Source: an optimization exercise on an open RTL-to-GDS flow (aim: small area and a short achievable clock period). Production flows keep margins and buffers that such runs may drop.
At most, simulation tests tie the RTL to the original design; equivalence was not proved.
The RTL of run 2 was laid out without a check of its function.
Power figures rest on the tool's default switching activity, not on a simulated workload.

### design/flow/design.v
module matmul_fa (input logic a, input logic b, input logic c, output logic s, output logic co);
  assign s = a ^ b ^ c;
  assign co = (a & b) | (a & c) | (b & c);
endmodule
module matmul_and (input logic a, input logic b, output logic y);
  assign y = a & b;
endmodule
module matmul_aoi (input logic a1, input logic a2, input logic b1, output logic y);
  assign y = ~((a1 & a2) | b1);
endmodule
module matmul_maj (input logic a, input logic b, input logic c, output logic y);
  assign y = (a & b) | (a & c) | (b & c);
endmodule
module matmul_nand (input logic a, input logic b, output logic y);
  assign y = ~(a & b);
endmodule
module matmul_nor (input logic a, input logic b, output logic y);
  assign y = ~(a | b);
endmodule
module matmul_oai (input logic a1, input logic a2, input logic b1, output logic y);
  assign y = ~((a1 | a2) & b1);
endmodule
module matmul_or (input logic a, input logic b, output logic y);
  assign y = a | b;
endmodule
module matmul_xnor (input logic a, input logic b, output logic y);
  assign y = ~(a ^ b);
endmodule
module matmul_xor (input logic a, input logic b, output logic y);
  assign y = a ^ b;
endmodule
module matmul_dot2 (input logic [7:0] a0, input logic [7:0] b0,
                    input logic [7:0] a1, input logic [7:0] b1,
                    output logic [7:0] y);
  wire n1 = ~(a0[0] & b0[0]);
  wire n2 = ~(a1[0] & b1[0]);
  wire n3 = ~(a0[0] & b0[1]);
  wire n4 = ~(a0[1] & b0[0]);
  wire n5 = ~(a1[0] & b1[1]);
  wire n6 = ~(a1[1] & b1[0]);
  wire n7, n8;
  matmul_fa un7 (.a(n3), .b(n4), .c(n5), .s(n7), .co(n8));
  wire n9 = ~(a0[0] & b0[2]);
  wire n10 = ~(a0[1] & b0[1]);
  wire n11 = ~(a0[2] & b0[0]);
  wire n12 = ~(a1[0] & b1[2]);
  wire n13 = ~(a1[1] & b1[1]);
  wire n14 = ~(a1[2] & b1[0]);
  wire n15, n16;
  matmul_fa un15 (.a(n9), .b(n10), .c(n11), .s(n15), .co(n16));
  wire n17, n18;
  matmul_fa un17 (.a(n12), .b(n13), .c(n14), .s(n17), .co(n18));
  wire n19, n20;
  matmul_fa un19 (.a(n8), .b(n15), .c(n17), .s(n19), .co(n20));
  wire n21 = ~(a0[0] & b0[3]);
  wire n22 = ~(a0[1] & b0[2]);
  wire n23;
  matmul_xnor un23 (.a(n21), .b(n22), .y(n23));
  wire n24;
  matmul_or un24 (.a(n21), .b(n22), .y(n24));
  wire n25 = ~(a0[2] & b0[1]);
  wire n26 = ~(a0[3] & b0[0]);
  wire n27 = ~(a1[0] & b1[3]);
  wire n28 = ~(a1[1] & b1[2]);
  wire n29 = ~(a1[2] & b1[1]);
  wire n30 = ~(a1[3] & b1[0]);
  wire n31, n32;
  matmul_fa un31 (.a(n25), .b(n26), .c(n27), .s(n31), .co(n32));
  wire n33, n34;
  matmul_fa un33 (.a(n28), .b(n29), .c(n30), .s(n33), .co(n34));
  wire n35, n36;
  matmul_fa un35 (.a(n23), .b(n16), .c(n18), .s(n35), .co(n36));
  wire n37;
  matmul_xor un37 (.a(n31), .b(n33), .y(n37));
  wire n38;
  matmul_xor un38 (.a(n37), .b(n35), .y(n38));
  wire n39;
  matmul_maj un39 (.a(n31), .b(n33), .c(n35), .y(n39));
  wire n40 = ~(a0[0] & b0[4]);
  wire n41 = ~(a0[1] & b0[3]);
  wire n42;
  matmul_xnor un42 (.a(n40), .b(n41), .y(n42));
  wire n43;
  matmul_or un43 (.a(n40), .b(n41), .y(n43));
  wire n44 = ~(a0[2] & b0[2]);
  wire n45 = ~(a0[3] & b0[1]);
  wire n46 = ~(a0[4] & b0[0]);
  wire n47 = ~(a1[0] & b1[4]);
  wire n48 = ~(a1[1] & b1[3]);
  wire n49 = ~(a1[2] & b1[2]);
  wire n50 = ~(a1[3] & b1[1]);
  wire n51 = ~(a1[4] & b1[0]);
  wire n52, n53;
  matmul_fa un52 (.a(n44), .b(n45), .c(n46), .s(n52), .co(n53));
  wire n54, n55;
  matmul_fa un54 (.a(n47), .b(n48), .c(n49), .s(n54), .co(n55));
  wire n56, n57;
  matmul_fa un56 (.a(n50), .b(n51), .c(n42), .s(n56), .co(n57));
  wire n58, n59;
  matmul_fa un58 (.a(n24), .b(n32), .c(n34), .s(n58), .co(n59));
  wire n60, n61;
  matmul_fa un60 (.a(n52), .b(n54), .c(n56), .s(n60), .co(n61));
  wire n62;
  matmul_xor un62 (.a(n36), .b(n58), .y(n62));
  wire n63;
  matmul_xor un63 (.a(n62), .b(n60), .y(n63));
  wire n64;
  matmul_maj un64 (.a(n36), .b(n58), .c(n60), .y(n64));
  wire n65 = ~(a0[0] & b0[5]);
  wire n66 = ~(a0[1] & b0[4]);
  wire n67;
  matmul_xnor un67 (.a(n65), .b(n66), .y(n67));
  wire n68;
  matmul_or un68 (.a(n65), .b(n66), .y(n68));
  wire n69 = ~(a0[2] & b0[3]);
  wire n70 = ~(a0[3] & b0[2]);
  wire n71 = ~(a0[4] & b0[1]);
  wire n72 = ~(a0[5] & b0[0]);
  wire n73 = ~(a1[0] & b1[5]);
  wire n74 = ~(a1[1] & b1[4]);
  wire n75 = ~(a1[2] & b1[3]);
  wire n76 = ~(a1[3] & b1[2]);
  wire n77 = ~(a1[4] & b1[1]);
  wire n78 = ~(a1[5] & b1[0]);
  wire n79, n80;
  matmul_fa un79 (.a(n69), .b(n70), .c(n71), .s(n79), .co(n80));
  wire n81, n82;
  matmul_fa un81 (.a(n72), .b(n73), .c(n74), .s(n81), .co(n82));
  wire n83, n84;
  matmul_fa un83 (.a(n75), .b(n76), .c(n77), .s(n83), .co(n84));
  wire n85, n86;
  matmul_fa un85 (.a(n78), .b(n67), .c(n43), .s(n85), .co(n86));
  wire n87, n88;
  matmul_fa un87 (.a(n53), .b(n55), .c(n79), .s(n87), .co(n88));
  wire n89, n90;
  matmul_fa un89 (.a(n81), .b(n83), .c(n57), .s(n89), .co(n90));
  wire n91;
  matmul_xor un91 (.a(n85), .b(n59), .y(n91));
  wire n92;
  matmul_xor un92 (.a(n91), .b(n87), .y(n92));
  wire n93;
  matmul_maj un93 (.a(n85), .b(n59), .c(n87), .y(n93));
  wire n94;
  matmul_xor un94 (.a(n61), .b(n89), .y(n94));
  wire n95;
  matmul_xor un95 (.a(n94), .b(n92), .y(n95));
  wire n96;
  matmul_maj un96 (.a(n61), .b(n89), .c(n92), .y(n96));
  wire n97 = ~(a0[0] & b0[6]);
  wire n98 = ~(a0[1] & b0[5]);
  wire n99;
  matmul_xnor un99 (.a(n97), .b(n98), .y(n99));
  wire n100;
  matmul_or un100 (.a(n97), .b(n98), .y(n100));
  wire n101 = ~(a0[2] & b0[4]);
  wire n102 = ~(a0[3] & b0[3]);
  wire n103 = ~(a0[4] & b0[2]);
  wire n104 = ~(a0[5] & b0[1]);
  wire n105 = ~(a0[6] & b0[0]);
  wire n106 = ~(a1[0] & b1[6]);
  wire n107 = ~(a1[1] & b1[5]);
  wire n108 = ~(a1[2] & b1[4]);
  wire n109 = ~(a1[3] & b1[3]);
  wire n110 = ~(a1[4] & b1[2]);
  wire n111 = ~(a1[5] & b1[1]);
  wire n112 = ~(a1[6] & b1[0]);
  wire n113, n114;
  matmul_fa un113 (.a(n101), .b(n102), .c(n103), .s(n113), .co(n114));
  wire n115, n116;
  matmul_fa un115 (.a(n104), .b(n105), .c(n106), .s(n115), .co(n116));
  wire n117, n118;
  matmul_fa un117 (.a(n107), .b(n108), .c(n109), .s(n117), .co(n118));
  wire n119, n120;
  matmul_fa un119 (.a(n110), .b(n111), .c(n112), .s(n119), .co(n120));
  wire n121, n122;
  matmul_fa un121 (.a(n99), .b(n68), .c(n80), .s(n121), .co(n122));
  wire n123, n124;
  matmul_fa un123 (.a(n82), .b(n84), .c(n113), .s(n123), .co(n124));
  wire n125, n126;
  matmul_fa un125 (.a(n115), .b(n117), .c(n119), .s(n125), .co(n126));
  wire n127;
  matmul_xor un127 (.a(n86), .b(n121), .y(n127));
  wire n128;
  matmul_xor un128 (.a(n127), .b(n88), .y(n128));
  wire n129;
  matmul_maj un129 (.a(n86), .b(n121), .c(n88), .y(n129));
  wire n130;
  matmul_xor un130 (.a(n123), .b(n90), .y(n130));
  wire n131;
  matmul_xor un131 (.a(n130), .b(n125), .y(n131));
  wire n132;
  matmul_maj un132 (.a(n123), .b(n90), .c(n125), .y(n132));
  wire n133;
  matmul_xor un133 (.a(n128), .b(n93), .y(n133));
  wire n134;
  matmul_xor un134 (.a(n133), .b(n131), .y(n134));
  wire n135;
  matmul_maj un135 (.a(n128), .b(n93), .c(n131), .y(n135));
  wire n136 = ~(a0[0] & b0[7]);
  wire n137 = ~(a0[1] & b0[6]);
  wire n138 = ~(a0[2] & b0[5]);
  wire n139 = ~(a0[3] & b0[4]);
  wire n140 = ~(a0[4] & b0[3]);
  wire n141 = ~(a0[5] & b0[2]);
  wire n142 = ~(a0[6] & b0[1]);
  wire n143 = ~(a0[7] & b0[0]);
  wire n144 = ~(a1[0] & b1[7]);
  wire n145 = ~(a1[1] & b1[6]);
  wire n146 = ~(a1[2] & b1[5]);
  wire n147 = ~(a1[3] & b1[4]);
  wire n148 = ~(a1[4] & b1[3]);
  wire n149 = ~(a1[5] & b1[2]);
  wire n150 = ~(a1[6] & b1[1]);
  wire n151 = ~(a1[7] & b1[0]);
  wire n152;
  matmul_xor un152 (.a(n136), .b(n137), .y(n152));
  wire n153;
  matmul_xor un153 (.a(n138), .b(n139), .y(n153));
  wire n154;
  matmul_xor un154 (.a(n140), .b(n141), .y(n154));
  wire n155;
  matmul_xor un155 (.a(n142), .b(n143), .y(n155));
  wire n156;
  matmul_xor un156 (.a(n144), .b(n145), .y(n156));
  wire n157;
  matmul_xor un157 (.a(n146), .b(n147), .y(n157));
  wire n158;
  matmul_xor un158 (.a(n148), .b(n149), .y(n158));
  wire n159;
  matmul_xor un159 (.a(n150), .b(n151), .y(n159));
  wire n160;
  matmul_xor un160 (.a(n152), .b(n153), .y(n160));
  wire n161;
  matmul_xor un161 (.a(n154), .b(n155), .y(n161));
  wire n162;
  matmul_xor un162 (.a(n156), .b(n157), .y(n162));
  wire n163;
  matmul_xor un163 (.a(n158), .b(n159), .y(n163));
  wire n164;
  matmul_xor un164 (.a(n100), .b(n160), .y(n164));
  wire n165;
  matmul_xor un165 (.a(n161), .b(n162), .y(n165));
  wire n166;
  matmul_xor un166 (.a(n163), .b(n114), .y(n166));
  wire n167;
  matmul_xor un167 (.a(n116), .b(n118), .y(n167));
  wire n168;
  matmul_xor un168 (.a(n120), .b(n164), .y(n168));
  wire n169;
  matmul_xor un169 (.a(n165), .b(n166), .y(n169));
  wire n170;
  matmul_xor un170 (.a(n167), .b(n168), .y(n170));
  wire n171;
  matmul_xor un171 (.a(n169), .b(n122), .y(n171));
  wire n172;
  matmul_xor un172 (.a(n124), .b(n126), .y(n172));
  wire n173;
  matmul_xor un173 (.a(n170), .b(n171), .y(n173));
  wire n174;
  matmul_xor un174 (.a(n172), .b(n173), .y(n174));
  wire n175;
  matmul_xor un175 (.a(n129), .b(n132), .y(n175));
  wire n176;
  matmul_xor un176 (.a(n174), .b(n175), .y(n176));
  wire n177;
  matmul_xor un177 (.a(n135), .b(n176), .y(n177));
  wire n178;
  matmul_xor un178 (.a(n1), .b(n2), .y(n178));
  wire n179;
  matmul_or un179 (.a(n1), .b(n2), .y(n179));
  wire n180, n181;
  matmul_fa un180 (.a(n6), .b(n7), .c(n179), .s(n180), .co(n181));
  wire n182 = ~n180;
  wire n183;
  matmul_xor un183 (.a(n19), .b(n181), .y(n183));
  wire n184;
  matmul_or un184 (.a(n19), .b(n181), .y(n184));
  wire n185;
  matmul_xor un185 (.a(n20), .b(n38), .y(n185));
  wire n186;
  matmul_and un186 (.a(n20), .b(n38), .y(n186));
  wire n187;
  matmul_or un187 (.a(n20), .b(n38), .y(n187));
  wire n188;
  matmul_xnor un188 (.a(n185), .b(n184), .y(n188));
  wire n189;
  matmul_oai un189 (.a1(n186), .a2(n184), .b1(n187), .y(n189));
  wire n190;
  matmul_xor un190 (.a(n39), .b(n63), .y(n190));
  wire n191;
  matmul_nand un191 (.a(n39), .b(n63), .y(n191));
  wire n192;
  matmul_nor un192 (.a(n39), .b(n63), .y(n192));
  wire n193;
  matmul_xor un193 (.a(n190), .b(n189), .y(n193));
  wire n194;
  matmul_aoi un194 (.a1(n191), .a2(n189), .b1(n192), .y(n194));
  wire n195;
  matmul_xor un195 (.a(n95), .b(n64), .y(n195));
  wire n196;
  matmul_and un196 (.a(n95), .b(n64), .y(n196));
  wire n197;
  matmul_or un197 (.a(n95), .b(n64), .y(n197));
  wire n198;
  matmul_xnor un198 (.a(n195), .b(n194), .y(n198));
  wire n199;
  matmul_oai un199 (.a1(n196), .a2(n194), .b1(n197), .y(n199));
  wire n200;
  matmul_xor un200 (.a(n96), .b(n134), .y(n200));
  wire n201;
  matmul_nand un201 (.a(n96), .b(n134), .y(n201));
  wire n202;
  matmul_nor un202 (.a(n96), .b(n134), .y(n202));
  wire n203;
  matmul_xor un203 (.a(n200), .b(n199), .y(n203));
  wire n204;
  matmul_aoi un204 (.a1(n201), .a2(n199), .b1(n202), .y(n204));
  wire n205;
  matmul_xor un205 (.a(n177), .b(n204), .y(n205));
  assign y = {n205, n203, n198, n193, n188, n183, n182, n178};
endmodule
module matmul(A,B,y,clk);
    input logic [31:0] A;
    input logic [31:0] B;
    output logic [31:0] y;
    input logic clk;
    logic [7:0] y00, y01, y10, y11;
    matmul_dot2 u00 (.a0(A[31:24]), .b0(B[31:24]), .a1(A[23:16]), .b1(B[15:8]), .y(y00));
    matmul_dot2 u01 (.a0(A[31:24]), .b0(B[23:16]), .a1(A[23:16]), .b1(B[7:0]),  .y(y01));
    matmul_dot2 u10 (.a0(A[15:8]),  .b0(B[31:24]), .a1(A[7:0]),   .b1(B[15:8]), .y(y10));
    matmul_dot2 u11 (.a0(A[15:8]),  .b0(B[23:16]), .a1(A[7:0]),   .b1(B[7:0]),  .y(y11));
    always_ff @(posedge clk)
        y <= {y00, y01, y10, y11};
endmodule
### design/flow/flow/run.sh
#!/bin/bash
# The standard layout (standard.sh) with two changes:
# - buffer_ports gives every port a sky130_fd_sc_hd__buf_6 buffer instead of the delay-buffer
#   cell it picks by default;
# - after global placement, flow/size2.tcl sets each cell that is not near-critical to the smallest drive strength
#   of its family that keeps the worst setup slack, and
#   gives the output ports buf_1 buffers.
# Each tool's full output is in the ORFS logs under orfs/logs; make's output
# is in standard.log.
set -e
export BUFFER_PORTS_ARGS="-buffer_cell sky130_fd_sc_hd__buf_6"
export POST_GLOBAL_PLACE_TCL="$(pwd)/flow/size2.tcl"
bash standard.sh  finish > standard.log 2>&1
### design/flow/flow/size2.tcl
set outbuf sky130_fd_sc_hd__buf_1
set n 0
foreach port [all_outputs] {
  set net [get_nets [get_full_name $port]]
  foreach pin [get_pins -of_objects $net -filter "direction == output"] {
    set inst [get_cells -of_objects $pin]
    set cell [get_property [get_property $inst liberty_cell] name]
    if {[string match "sky130_fd_sc_hd__buf_*" $cell] && $cell ne $outbuf} {
      replace_cell $inst $outbuf
      incr n
    }
  }
}
puts "size2.tcl: $n output port buffers set to $outbuf"
estimate_parasitics -placement

proc total_area {} {
  set a 0.0
  foreach i [[ord::get_db_block] getInsts] {
    set m [$i getMaster]
    if {[$m getType] eq "CORE"} { set a [expr {$a + [$m getWidth] * [$m getHeight] / 1e6}] }
  }
  return $a
}
puts [format "size2.tcl: start area %.1f wns %.3f" [total_area] [worst_slack -max]]
if {[info exists ::env(SIZE_MARGIN)] && $::env(SIZE_MARGIN) ne ""} {
  repair_timing -setup -setup_margin $::env(SIZE_MARGIN) -skip_last_gasp -verbose
  estimate_parasitics -placement
  puts [format "size2.tcl: after repair_timing area %.1f wns %.3f" [total_area] [worst_slack -max]]
}

set dont_use [expr {[info exists ::env(DONT_USE_CELLS)] ? $::env(DONT_USE_CELLS) : {}}]
array set fam {}
array set carea {}
foreach lc [get_lib_cells sky130_fd_sc_hd__*] {
  set name [get_name $lc]
  if {[lsearch -exact $dont_use $name] >= 0} continue
  if {![regexp {^(sky130_fd_sc_hd__[a-z0-9]+)_([0-9]+)$} $name -> base size]} continue
  set m [[ord::get_db] findMaster $name]
  if {$m eq "NULL"} continue
  set carea($name) [expr {[$m getWidth] * [$m getHeight] / 1e6}]
  lappend fam($base) $name
}
set skip_re {^sky130_fd_sc_hd__(dfxtp|dfxbp|dfrtp|tapvpwrvgnd|fill|decap|conb)}
set W [worst_slack -max]
set changed 0
foreach inst [get_cells *] {
  set lc [get_property $inst liberty_cell]
  if {$lc eq "" || $lc eq "NULL"} continue
  set cell [get_name $lc]
  if {[regexp $skip_re $cell]} continue
  if {![regexp {^(sky130_fd_sc_hd__[a-z0-9]+)_([0-9]+)$} $cell -> base size]} continue
  if {![info exists fam($base)]} continue
  set smaller {}
  foreach alt $fam($base) {
    if {$carea($alt) < $carea($cell) - 1e-6} { lappend smaller [list $carea($alt) $alt] }
  }
  if {![llength $smaller]} continue
  set s 1e9
  foreach pin [get_pins -of_objects $inst -filter "direction == output"] {
    set ps [get_property $pin slack_max]
    if {$ps ne "" && $ps < $s} { set s $ps }
  }
  if {$s < $W + 0.02} continue
  foreach pair [lsort -real -index 0 $smaller] {
    set alt [lindex $pair 1]
    replace_cell $inst $alt
    estimate_parasitics -placement
    if {[worst_slack -max] >= $W - 0.0005} { incr changed; set cell {}; break }
  }
  if {$cell ne {}} {
    replace_cell $inst $cell
    estimate_parasitics -placement
  }
}
puts [format "size2.tcl: downsized %d cells, area %.1f wns %.3f" $changed [total_area] [worst_slack -max]]
### design/flow/standard.sh
#!/bin/bash
# synth_recipe.tcl (not shown) runs the flow's synth.tcl, then flattens the netlist and writes it again
# the make line also repeats each setting of config.mk as NAME=value (left out here)
make -C /OpenROAD-flow-scripts/flow DESIGN_CONFIG=/design/flow/config.mk WORK_HOME=/design/flow/orfs CLKGATE_MAP_FILE= SYNTH_SCRIPT=/design/flow/synth_recipe.tcl "${@:-finish}"
### design/flow/config.mk
export PLATFORM = sky130hd
export DESIGN_NAME = matmul
export DESIGN_NICKNAME = matmul
export VERILOG_FILES = /design/flow/design.v
export SDC_FILE = /design/flow/constraint.sdc
export NUM_CORES = 4
export LEC_CHECK = 0
export CAP_MARGIN = 20
export CORE_MARGIN = 2
export CORE_UTILIZATION = 40
export CTS_BUF_LIST = sky130_fd_sc_hd__clkbuf_8
export PLACE_DENSITY = 0.75
export SLEW_MARGIN = 20
export SYNTH_HIERARCHICAL = 1
export SYNTH_MINIMUM_KEEP_SIZE = 0
### design/flow/constraint.sdc
create_clock -name core_clock -period 10.0 [get_ports {clk}]
set_input_delay 2.0000 -clock core_clock [delete_from_list [all_inputs] [get_ports {clk}]]
set_output_delay 2.0000 -clock core_clock [all_outputs]
set_load 0.01 [all_outputs]
==> qor.txt, run 1 <==
# rows = 47
period utilization = 43.4%
outcome = complete, no violations
largest net degree at the start of global routing = 17
Hold Buf Count CTS = 0
post-synth top area share = 30.6%
most frequent cells in the layout = 296 x nand2_1, 196 x xor2_1, 104 x fa_1
Register Area = 641 sq um
Net Count, Synth = 965
core area = 16600 sq um
Largest regs = y (32)
Synth cell types = 14
min-delay src = A[24]
DRT iter0 DRCs = 465
residual DRC count = 0
n_diodes = 0
post-synthesis compound-gate area fraction = 1.62%
number of synthesized register bits = 32
Avg Cell Area, Syn = 8.54 sq um
Die Width = 134 um
multi-input logic area = 5790 sq um
worst slew pin tran = 0.292 ns
area of the die = 18100 sq um
Pint = 0.699 mW
GRT Residual Overflow = 0
Achievable Freq = 230 MHz
fill count = 1673
gr usage total = 19.0%
vias in the first global route = 5507
xor and xnor fraction of the mapped netlist area = 28.3%
IO Pins = 97
Final HPWL DP = 13100 um
Critical Path End Type = register
htree depth = 2
Peak VDD IR = 0.0000763 V
Fin. Hold Viols = 0
first-pass GRT wire length = 27200 um
share of cells above drive strength 1 = 7.63%
critical path required time = 10.23 ns
Setup Buffers After CTS = 0
Cells after Synth = 796
Final setup viols = 0
sequential-to-total area share from yosys stat = 9.42%
Min-Delay Endpoint = y[24]$_DFF_P_
Sw Ratio = 47.2%
max reg flops = 32
cts bufs inserted = 5
DR vias = 5398
crit-path max FO = 8
unrepaired setup endpoints after global routing = no
die height = 134 um
Psw = 0.625 mW
# Max-Cap Violations = 0
Synth Cell Area = 6800 sq um
Rel. slew slack = 80.4%
nets = 1020
mux contribution to synthesized area = 0%
fin crit period = 4.34 ns
Vias/cell = 5.04
WS Path Type = input port to register
largest register by flop count = y
HP Class = input port to register
Power, Total = 1.32 mW
largest family of logic cells by synthesized area = adder cells
Final TNS setup = 0 ns
clk sink count = 32
clock-pin transition on the worst setup and hold timing paths = 0.07 ns
initial antenna violation count = 0
Flop pwr share = 16.1%
Synth Warn # = 7
Total Routed Length = 16600 um
synthesized-area fraction occupied by adder cells = 35.2%
cell accounting for the most synthesized area = fa_1
Critical Path Source Type = input port
drt pass-1 iters = 5
Post-Synth Simple-Gate Area = 20.5%
Initial Utilization = 41.0%
Syn-to-layout area delta = 8.11%
Port-buffer cells = 96
Area contributors post-synth = fa_1 31%, xor2_1 25%, nand2_1 16%
worst path arrival time = 4.57 ns
Wirelength per Cell = 15.5 um
hold path depth = 3
maximum root-to-sink buffer count = 2
Slew Limit Fails = 0
CTS root buffer = clkbuf_8
most common cell after layout, fill and taps aside = nand2_1
clock power share = 7.7%
CTS tree = yes
Pleak = 2.74 nW
combinational share of power = 76.2%
Resized Gates After CTS = 0
Final ANT Viol Nets = 0
pwr dens = 180 nW/um^2
==> per-stage QoR <==
step	utilization (%)	hold WS (ns)	cells	setup WS (ns)	instance area [sq um]
after detailed placement	43.8	2.35	1064	5.35	7260
after CTS	44.3	2.03	1072	5.67	7350
after global routing	44.3	2.04	1072	5.45	7350
final	44.3	2.04	1072	5.66	7350
after global placement	47.3	2.34	1064	5.45	7840
after floorplan	-	2.30	796	5.52	6800
==> synth_stat cells <==
cell	n
a21oi_2	8
and2_1	8
buf_2	16
buf_4	32
dfxtp_1	32
fa_1	104
inv_1	4
maj3_2	28
nand2_1	296
nor2_1	8
o21ai_1	8
or2_1	32
xnor2_1	24
xor2_1	196
==> layout make-up <==
type                       count  area share (%)
tap                          220            3.74
inverter                       4           0.204
multi-input combinational    712            78.8
clock buffer                   6            1.12
clock inverter                 2           0.102
timing repair buffer          96            7.35
sequential                    32            8.71
==> modules after synthesis (local to each module, per instance) <==
module       times used  cells  cell area, sq um  flip-flops and latches
matmul_fa           104      1              20.0                       0
matmul_nor            8      1              3.75                       0
matmul                1     32               641                      32
matmul_oai            8      1              5.00                       0
matmul_maj           28      1              11.3                       0
matmul_or            32      1              6.26                       0
matmul_xor          196      1              8.76                       0
matmul_and            8      1              6.26                       0
matmul_nand           8      1              3.75                       0
matmul_dot2           4     85               354                       0
matmul_aoi            8      1              8.76                       0
matmul_xnor          24      1              8.76                       0
==> power by group through the flow <==
stage | clock network [mW] | registers (mW) | logic [mW]
2_1_floorplan | 0 | 0.247 | 1.05
3_3_place_gp | 0 | 0.230 | 1.10
3_5_place_dp | 0 | 0.218 | 1.02
4_1_cts | 0.107 | 0.215 | 1.02
5_1_grt | 0.112 | 0.219 | 1.13
6_report | 0.102 | 0.213 | 1.01
==> per-layer routing <==
metal	global-route usage (%)	share of wire, %	up-vias
met3	3.51	9.0	16
met1	25.5	42	2635
met5	0	0	-
met4	3.92	1.3	0
li1	-	-	2504
met2	32.0	48	243
==> cell families after synthesis <==
family                   count (synthesis)
AND/OR/NAND/NOR                        344
adder cells (fa/ha/maj)                132
AO/OA/AOI/OAI                           16
XOR/XNOR                               220
buffers and inverters                   52
flip-flops                              32
==> how the worst max path moves through the flow <==
stage | startpoint | end | slack [ns] | cells after the start
floorplan | A[8] | y[15]$_DFF_P_ | 5.52 | 12
global placement | A[10] | y[7]$_DFF_P_ | 5.45 | 11
detailed placement | B[27] | y[31]$_DFF_P_ | 5.35 | 11
CTS | A[28] | y[23]$_DFF_P_ | 5.67 | 11
global route | A[28] | y[23]$_DFF_P_ | 5.45 | 11
finish | A[28] | y[31]$_DFF_P_ | 5.66 | 11
==> worst max-delay path, stage by stage <==
cell     delay [ns]
buf_2          0.21
nand2_1        0.11
fa_1           0.38
fa_1           0.56
xor2_1         0.19
xor2_1         0.24
xor2_1         0.19
xor2_1         0.29
nand2_1        0.11
a21oi_2        0.15
xor2_1         0.13
==> run 2, diff against run 1 <==
--- a/design/flow/design.v
+++ b/design/flow/design.v
@@ -14,6 +14,9 @@
 module matmul_nand (input logic a, input logic b, output logic y);
   assign y = ~(a & b);
 endmodule
+module matmul_nand4 (input logic a, input logic b, input logic c, input logic d, output logic y);
+  assign y = ~(a & b & c & d);
+endmodule
 module matmul_nor (input logic a, input logic b, output logic y);
   assign y = ~(a | b);
 endmodule
@@ -57,7 +60,7 @@
   wire n23;
   matmul_xnor un23 (.a(n21), .b(n22), .y(n23));
   wire n24;
-  matmul_or un24 (.a(n21), .b(n22), .y(n24));
+  matmul_nand4 un24 (.a(a0[0]), .b(b0[3]), .c(a0[1]), .d(b0[2]), .y(n24));
   wire n25 = ~(a0[2] & b0[1]);
   wire n26 = ~(a0[3] & b0[0]);
   wire n27 = ~(a1[0] & b1[3]);
@@ -81,7 +84,7 @@
   wire n42;
   matmul_xnor un42 (.a(n40), .b(n41), .y(n42));
   wire n43;
-  matmul_or un43 (.a(n40), .b(n41), .y(n43));
+  matmul_nand4 un43 (.a(a0[0]), .b(b0[4]), .c(a0[1]), .d(b0[3]), .y(n43));
   wire n44 = ~(a0[2] & b0[2]);
   wire n45 = ~(a0[3] & b0[1]);
   wire n46 = ~(a0[4] & b0[0]);
@@ -95,9 +98,9 @@
   wire n54, n55;
   matmul_fa un54 (.a(n47), .b(n48), .c(n49), .s(n54), .co(n55));
   wire n56, n57;
-  matmul_fa un56 (.a(n50), .b(n51), .c(n42), .s(n56), .co(n57));
+  matmul_fa un56 (.a(n50), .b(n51), .c(n24), .s(n56), .co(n57));
   wire n58, n59;
-  matmul_fa un58 (.a(n24), .b(n32), .c(n34), .s(n58), .co(n59));
+  matmul_fa un58 (.a(n42), .b(n32), .c(n34), .s(n58), .co(n59));
   wire n60, n61;
   matmul_fa un60 (.a(n52), .b(n54), .c(n56), .s(n60), .co(n61));
   wire n62;
@@ -111,7 +114,7 @@
   wire n67;
   matmul_xnor un67 (.a(n65), .b(n66), .y(n67));
   wire n68;
-  matmul_or un68 (.a(n65), .b(n66), .y(n68));
+  matmul_nand4 un68 (.a(a0[0]), .b(b0[5]), .c(a0[1]), .d(b0[4]), .y(n68));
   wire n69 = ~(a0[2] & b0[3]);
   wire n70 = ~(a0[3] & b0[2]);
   wire n71 = ~(a0[4] & b0[1]);
@@ -129,29 +132,29 @@
   wire n83, n84;
   matmul_fa un83 (.a(n75), .b(n76), .c(n77), .s(n83), .co(n84));
   wire n85, n86;
-  matmul_fa un85 (.a(n78), .b(n67), .c(n43), .s(n85), .co(n86));
+  matmul_fa un85 (.a(n78), .b(n43), .c(n67), .s(n85), .co(n86));
   wire n87, n88;
-  matmul_fa un87 (.a(n53), .b(n55), .c(n79), .s(n87), .co(n88));
+  matmul_fa un87 (.a(n53), .b(n55), .c(n57), .s(n87), .co(n88));
   wire n89, n90;
-  matmul_fa un89 (.a(n81), .b(n83), .c(n57), .s(n89), .co(n90));
+  matmul_fa un89 (.a(n79), .b(n81), .c(n83), .s(n89), .co(n90));
   wire n91;
   matmul_xor un91 (.a(n85), .b(n59), .y(n91));
   wire n92;
-  matmul_xor un92 (.a(n91), .b(n87), .y(n92));
+  matmul_xor un92 (.a(n91), .b(n61), .y(n92));
   wire n93;
-  matmul_maj un93 (.a(n85), .b(n59), .c(n87), .y(n93));
+  matmul_maj un93 (.a(n85), .b(n59), .c(n61), .y(n93));
   wire n94;
-  matmul_xor un94 (.a(n61), .b(n89), .y(n94));
+  matmul_xor un94 (.a(n87), .b(n89), .y(n94));
   wire n95;
   matmul_xor un95 (.a(n94), .b(n92), .y(n95));
   wire n96;
-  matmul_maj un96 (.a(n61), .b(n89), .c(n92), .y(n96));
+  matmul_maj un96 (.a(n87), .b(n89), .c(n92), .y(n96));
   wire n97 = ~(a0[0] & b0[6]);
   wire n98 = ~(a0[1] & b0[5]);
   wire n99;
   matmul_xnor un99 (.a(n97), .b(n98), .y(n99));
   wire n100;
-  matmul_or un100 (.a(n97), .b(n98), .y(n100));
+  matmul_nand4 un100 (.a(a0[0]), .b(b0[6]), .c(a0[1]), .d(b0[5]), .y(n100));
   wire n101 = ~(a0[2] & b0[4]);
   wire n102 = ~(a0[3] & b0[3]);
   wire n103 = ~(a0[4] & b0[2]);
@@ -173,23 +176,23 @@
   wire n119, n120;
   matmul_fa un119 (.a(n110), .b(n111), .c(n112), .s(n119), .co(n120));
   wire n121, n122;
-  matmul_fa un121 (.a(n99), .b(n68), .c(n80), .s(n121), .co(n122));
+  matmul_fa un121 (.a(n68), .b(n99), .c(n80), .s(n121), .co(n122));
   wire n123, n124;
   matmul_fa un123 (.a(n82), .b(n84), .c(n113), .s(n123), .co(n124));
   wire n125, n126;
   matmul_fa un125 (.a(n115), .b(n117), .c(n119), .s(n125), .co(n126));
   wire n127;
-  matmul_xor un127 (.a(n86), .b(n121), .y(n127));
+  matmul_xor un127 (.a(n86), .b(n88), .y(n127));
   wire n128;
-  matmul_xor un128 (.a(n127), .b(n88), .y(n128));
+  matmul_xor un128 (.a(n127), .b(n121), .y(n128));
   wire n129;
-  matmul_maj un129 (.a(n86), .b(n121), .c(n88), .y(n129));
+  matmul_maj un129 (.a(n86), .b(n88), .c(n121), .y(n129));
   wire n130;
-  matmul_xor un130 (.a(n123), .b(n90), .y(n130));
+  matmul_xor un130 (.a(n90), .b(n123), .y(n130));
   wire n131;
   matmul_xor un131 (.a(n130), .b(n125), .y(n131));
   wire n132;
-  matmul_maj un132 (.a(n123), .b(n90), .c(n125), .y(n132));
+  matmul_maj un132 (.a(n90), .b(n123), .c(n125), .y(n132));
   wire n133;
   matmul_xor un133 (.a(n128), .b(n93), .y(n133));
   wire n134;
@@ -229,15 +232,15 @@
   wire n159;
   matmul_xor un159 (.a(n150), .b(n151), .y(n159));
   wire n160;
-  matmul_xor un160 (.a(n152), .b(n153), .y(n160));
+  matmul_xor un160 (.a(n100), .b(n152), .y(n160));
   wire n161;
-  matmul_xor un161 (.a(n154), .b(n155), .y(n161));
+  matmul_xor un161 (.a(n153), .b(n154), .y(n161));
   wire n162;
-  matmul_xor un162 (.a(n156), .b(n157), .y(n162));
+  matmul_xor un162 (.a(n155), .b(n156), .y(n162));
   wire n163;
-  matmul_xor un163 (.a(n158), .b(n159), .y(n163));
+  matmul_xor un163 (.a(n157), .b(n158), .y(n163));
   wire n164;
-  matmul_xor un164 (.a(n100), .b(n160), .y(n164));
+  matmul_xor un164 (.a(n159), .b(n160), .y(n164));
   wire n165;
   matmul_xor un165 (.a(n161), .b(n162), .y(n165));
   wire n166;
@@ -296,11 +299,11 @@
   wire n194;
   matmul_aoi un194 (.a1(n191), .a2(n189), .b1(n192), .y(n194));
   wire n195;
-  matmul_xor un195 (.a(n95), .b(n64), .y(n195));
+  matmul_xor un195 (.a(n64), .b(n95), .y(n195));
   wire n196;
-  matmul_and un196 (.a(n95), .b(n64), .y(n196));
+  matmul_and un196 (.a(n64), .b(n95), .y(n196));
   wire n197;
-  matmul_or un197 (.a(n95), .b(n64), .y(n197));
+  matmul_or un197 (.a(n64), .b(n95), .y(n197));
   wire n198;
   matmul_xnor un198 (.a(n195), .b(n194), .y(n198));
   wire n199;
==> design/flow/flow/run.sh (replaced) <==
#!/bin/bash
# The standard layout (standard.sh) with two changes to the port buffers:
# buffer_ports uses sky130_fd_sc_hd__buf_4 for them instead of the delay-buffer cell it picks by
# default, and after global placement flow/outbuf.tcl sets the output ports'
# buffers to buf_1 (they only drive the pin load).
set -e
export BUFFER_PORTS_ARGS="-buffer_cell sky130_fd_sc_hd__buf_4"
export POST_GLOBAL_PLACE_TCL="$(pwd)/flow/outbuf.tcl"
bash standard.sh  finish > standard.log 2>&1
==> design/flow/flow/outbuf.tcl (new file) <==
# Output ports only drive their pin load: their port buffers get the smallest
# buffer cell (the input ports keep the cell buffer_ports used).
set outbuf sky130_fd_sc_hd__buf_1
set n 0
foreach port [all_outputs] {
  set net [get_nets [get_full_name $port]]
  foreach pin [get_pins -of_objects $net -filter "direction == output"] {
    set inst [get_cells -of_objects $pin]
    set cell [get_property [get_property $inst liberty_cell] name]
    if {[string match "sky130_fd_sc_hd__buf_*" $cell] && $cell ne $outbuf} {
      replace_cell $inst $outbuf
      incr n
    }
  }
}
puts "outbuf.tcl: $n output port buffers set to $outbuf"
--- a/design/flow/config.mk
+++ b/design/flow/config.mk
@@ -8,8 +8,6 @@
 export CAP_MARGIN = 20
 export CORE_MARGIN = 2
 export CORE_UTILIZATION = 40
-export CTS_BUF_LIST = sky130_fd_sc_hd__clkbuf_8
-export PLACE_DENSITY = 0.75
 export SLEW_MARGIN = 20
 export SYNTH_HIERARCHICAL = 1
 export SYNTH_MINIMUM_KEEP_SIZE = 0
removed: design/flow/flow/size2.tcl
==> run 2 against run 1 <==
Compared with the run above: still clean; wire length up 4.7%; clock power up 86%; clock-buffer cell count up 1; critical path depth unchanged; synthesized cell count unchanged; flip-flop and latch count unchanged; sequential power about the same; critical endpoint is now y[15]$_DFF_P_; highest routed layer unchanged.
==> qor.txt, run 2 <==
CTS root buffer = clkbuf_16 (was clkbuf_8)
IO Pins = 97 (unchanged)
Fin. Hold Viols = 0 (unchanged)
period utilization = 44.3% (was 43.4%)
Achievable Freq = 226 MHz (was 230 MHz)
Area contributors post-synth = fa_1 31%, xor2_1 25%, nand2_1 16% (unchanged)
worst slew pin tran = 0.393 ns (was 0.292 ns)
area of the die = 18100 sq um (unchanged)
Wirelength per Cell = 16.2 um (was 15.5 um)
Synth cell types = 15 (was 14)
Synth Cell Area = 6800 sq um (unchanged)
most common cell after layout, fill and taps aside = nand2_1 (unchanged)
Hold Buf Count CTS = 0 (unchanged)
Largest regs = y (32) (unchanged)
HP Class = input port to register (unchanged)
core area = 16600 sq um (unchanged)
vias in the first global route = 5504 (was 5507)
crit-path max FO = 24 (was 8)
residual DRC count = 0 (unchanged)
synth cell count leaders = 296 x nand2_1, 196 x xor2_1, 104 x fa_1, 32 x buf_4, 32 x dfxtp_1 (was 296 x nand2_1, 196 x xor2_1, 104 x fa_1)
Resized Gates After CTS = 0 (unchanged)
Port-buffer cells = 96 (unchanged)
Setup Buffers After CTS = 0 (unchanged)
# rows = 47 (unchanged)
Final WS setup = 5.57 ns (was 5.66 ns)
n_diodes = 0 (unchanged)
post-synth top area share = 30.6% (unchanged)
ys async rst share = 0% (unchanged)
DR vias = 5338 (was 5398)
Initial Utilization = 41.0% (unchanged)
maximum root-to-sink buffer count = 2 (unchanged)
gr usage total = 20.0% (was 19.0%)
htree depth = 2 (unchanged)
largest net degree at the start of global routing = 25 (was 17)
crit-path cells = buf_4 -> nand2_1 -> fa_1 -> fa_1 -> xor2_1 -> or2_1 -> o21ai_1 -> a21oi_2 -> o21ai_1 -> a21oi_2 -> xor2_1 (was buf_2 -> nand2_1 -> fa_1 -> fa_1 -> xor2_1 -> xor2_1 -> xor2_1 -> xor2_1 -> nand2_1 -> a21oi_2 -> xor2_1)
Hold Slack = 2.12 ns (was 2.04 ns)
# Max-Cap Violations = 0 (unchanged)
Net Count, Synth = 965 (unchanged)
clock-pin transition on the worst setup and hold timing paths = 0.06 ns (was 0.07 ns)
Final Util = 45.5% (was 44.3%)
pwr dens = 190 nW/um^2 (was 180 nW/um^2)
Power, Total = 1.43 mW (was 1.32 mW)
most frequent cells in the layout = 296 x nand2_1, 196 x xor2_1, 104 x fa_1 (unchanged)
Die Width = 134 um (unchanged)
pre-CTS WS = 5.26 ns (was 5.35 ns)
number of synthesized flops with an enable pin = 0 (unchanged)
fin crit period = 4.43 ns (was 4.34 ns)
GRT Residual Overflow = 0 (unchanged)
largest register by flop count = y (unchanged)
CP peak stage delay = 0.52 ns (was 0.56 ns)
Peak VDD IR = 0.0000720 V (was 0.0000763 V)
DRT iter0 DRCs = 275 (was 465)
initial antenna violation count = 0 (unchanged)
fill count = 1700 (was 1673)
clk sink count = 32 (unchanged)
Final ANT Viol Nets = 0 (unchanged)
Syn-to-layout area delta = 10.9% (was 8.11%)
worst path arrival time = 4.60 ns (was 4.57 ns)
sequential-to-total area share from yosys stat = 9.42% (unchanged)
Rel. slew slack = 73.7% (was 80.4%)
unrepaired setup endpoints after global routing = no (unchanged)
Cells after Synth = 796 (unchanged)
die height = 134 um (unchanged)
most instantiated library cell after synthesis = nand2_1 (unchanged)
Critical Path Source Type = input port (unchanged)
Final HPWL DP = 13800 um (was 13100 um)
nets = 1020 (unchanged)
CTS tree = yes (unchanged)
max reg flops = 32 (unchanged)
share of cells above drive strength 1 = 12.7% (was 7.63%)
CP max-delay cell = fa_1 (unchanged)
Synth Warn # = 7 (unchanged)
Final setup viols = 0 (unchanged)
Total Routed Length = 17400 um (was 16600 um)
Vias/cell = 4.98 (was 5.04)
cts bufs inserted = 5 (unchanged)
Primary FF master, synth = dfxtp_1 (unchanged)
cell accounting for the most synthesized area = fa_1 (unchanged)
outcome = complete, no violations (unchanged)
critical path required time = 10.18 ns (was 10.23 ns)
Critical Path End Type = register (unchanged)
Pleak = 2.86 nW (was 2.74 nW)
drt pass-1 iters = 5 (unchanged)
Avg Cell Area, Syn = 8.54 sq um (unchanged)
number of synthesized register bits = 32 (unchanged)
Final TNS setup = 0 ns (unchanged)
Slew Limit Fails = 0 (unchanged)
first-pass GRT wire length = 28300 um (was 27200 um)
WS Path Type = input port to register (unchanged)
## run 2: cell count changes after synthesis, sizes merged
cell | before | now
nand4 | 0 | 16
or2 | 32 | 16
## run 2: worst max-delay path: cells and delay by family
kind / cells / cell delay, ns
adders and majority gates: 2 / 0.99
AOI/OAI and AO/OA: 4 / 0.63
xor gates and xnor gates: 2 / 0.38
and+or+nand+nor: 2 / 0.35
buffers and inverters: 1 / 0.24
## run 2: metal layers
metal	track usage, %	part of all wire (%)
met5	0	0
met4	5.15	1.3
met3	3.02	5.6
met2	34.0	49
met1	26.6	45
## run 2: per-module statistics from Yosys, one instance, submodules excluded, excerpt
module,cells,flops+latches,copies in the design,area [sq um]
matmul_and,1,0,8,6.26
matmul_xnor,1,0,24,8.76
matmul_nor,1,0,8,3.75
matmul,32,32,1,641
matmul_xor,1,0,196,8.76
matmul_maj,1,0,28,11.3
matmul_or,1,0,16,6.26
matmul_fa,1,0,104,20.0
matmul_nand4,1,0,16,6.26
## run 2: worst paths after layout
kind / depth (start not counted) / endpoint / start
hold / removal: 3 / y[0]$_DFF_P_ / A[0]
setup / recovery: 11 / y[15]$_DFF_P_ / A[8]
## run 2: cell type report
cell class                 count  area (sq um)  area share [%]
inverter                       4          15.0           0.199
tap                          220           275            3.65
sequential                    32           641            8.50
clock buffer                   7           153            2.02
clock inverter                 1          30.0           0.398
timing repair buffer          96           601            7.97
multi-input combinational    712          5830            77.3
## run 2: through the flow
stage / instances / instance area, sq um
after global placement: 1064 / 7480
after CTS: 1072 / 7540
after global routing: 1072 / 7540
after floorplan: 796 / 6800
final: 1072 / 7540
after detailed placement: 1064 / 7360
## run 2: cells by family after synthesis
logic type	after synthesis	share of synthesized area (%)
buffers and inverters	52	4.93
xor gates and xnor gates	220	28.3
adders and majority gates	132	35.2
AOI/OAI and AO/OA	16	1.62
and+or+nand+nor	344	20.5
DFF	32	9.42
## run 2: power breakdown
part           switching (mW)  total, mW  internal, mW
Combinational           0.572       1.03         0.455
Sequential             0.0149      0.215         0.200
Clock                  0.0589      0.190         0.131

## separate check: timing with driven ports
The flow's constraints put no driver on any port. The routed layouts listed below were extracted and timed again, unchanged, in two steps. Step 1 (the two cells are an assumption about what drives the block):
set clk [get_ports {clk}]
set_driving_cell -lib_cell sky130_fd_sc_hd__clkbuf_16 $clk
set_driving_cell -lib_cell sky130_fd_sc_hd__buf_2 [delete_from_list [all_inputs] $clk]
Step 2 moves the port delays by t, midway between the first and last clock arrival at a register: inputs arrive t later, outputs are due t later. That takes back most of the time a late clock gives input paths. a / b / c = ideal ports / drivers / drivers and shift; a / b = the first two.
| run | t (ns) | setup WS [ns] | slew at the worst register clock pin (ns) |
|---|---|---|---|
| run 1 | 0.329 | 5.661 / 5.659 / 5.330 | 0.07 / 0.07 |
| run 2 | 0.324 | 5.571 / 5.582 / 5.258 | 0.06 / 0.06 |
After both steps setup and hold are still met in every run listed. For run 1, which loses most, drivers alone change the setup slack by -0.002 ns; drivers and shift together by -0.331 ns.
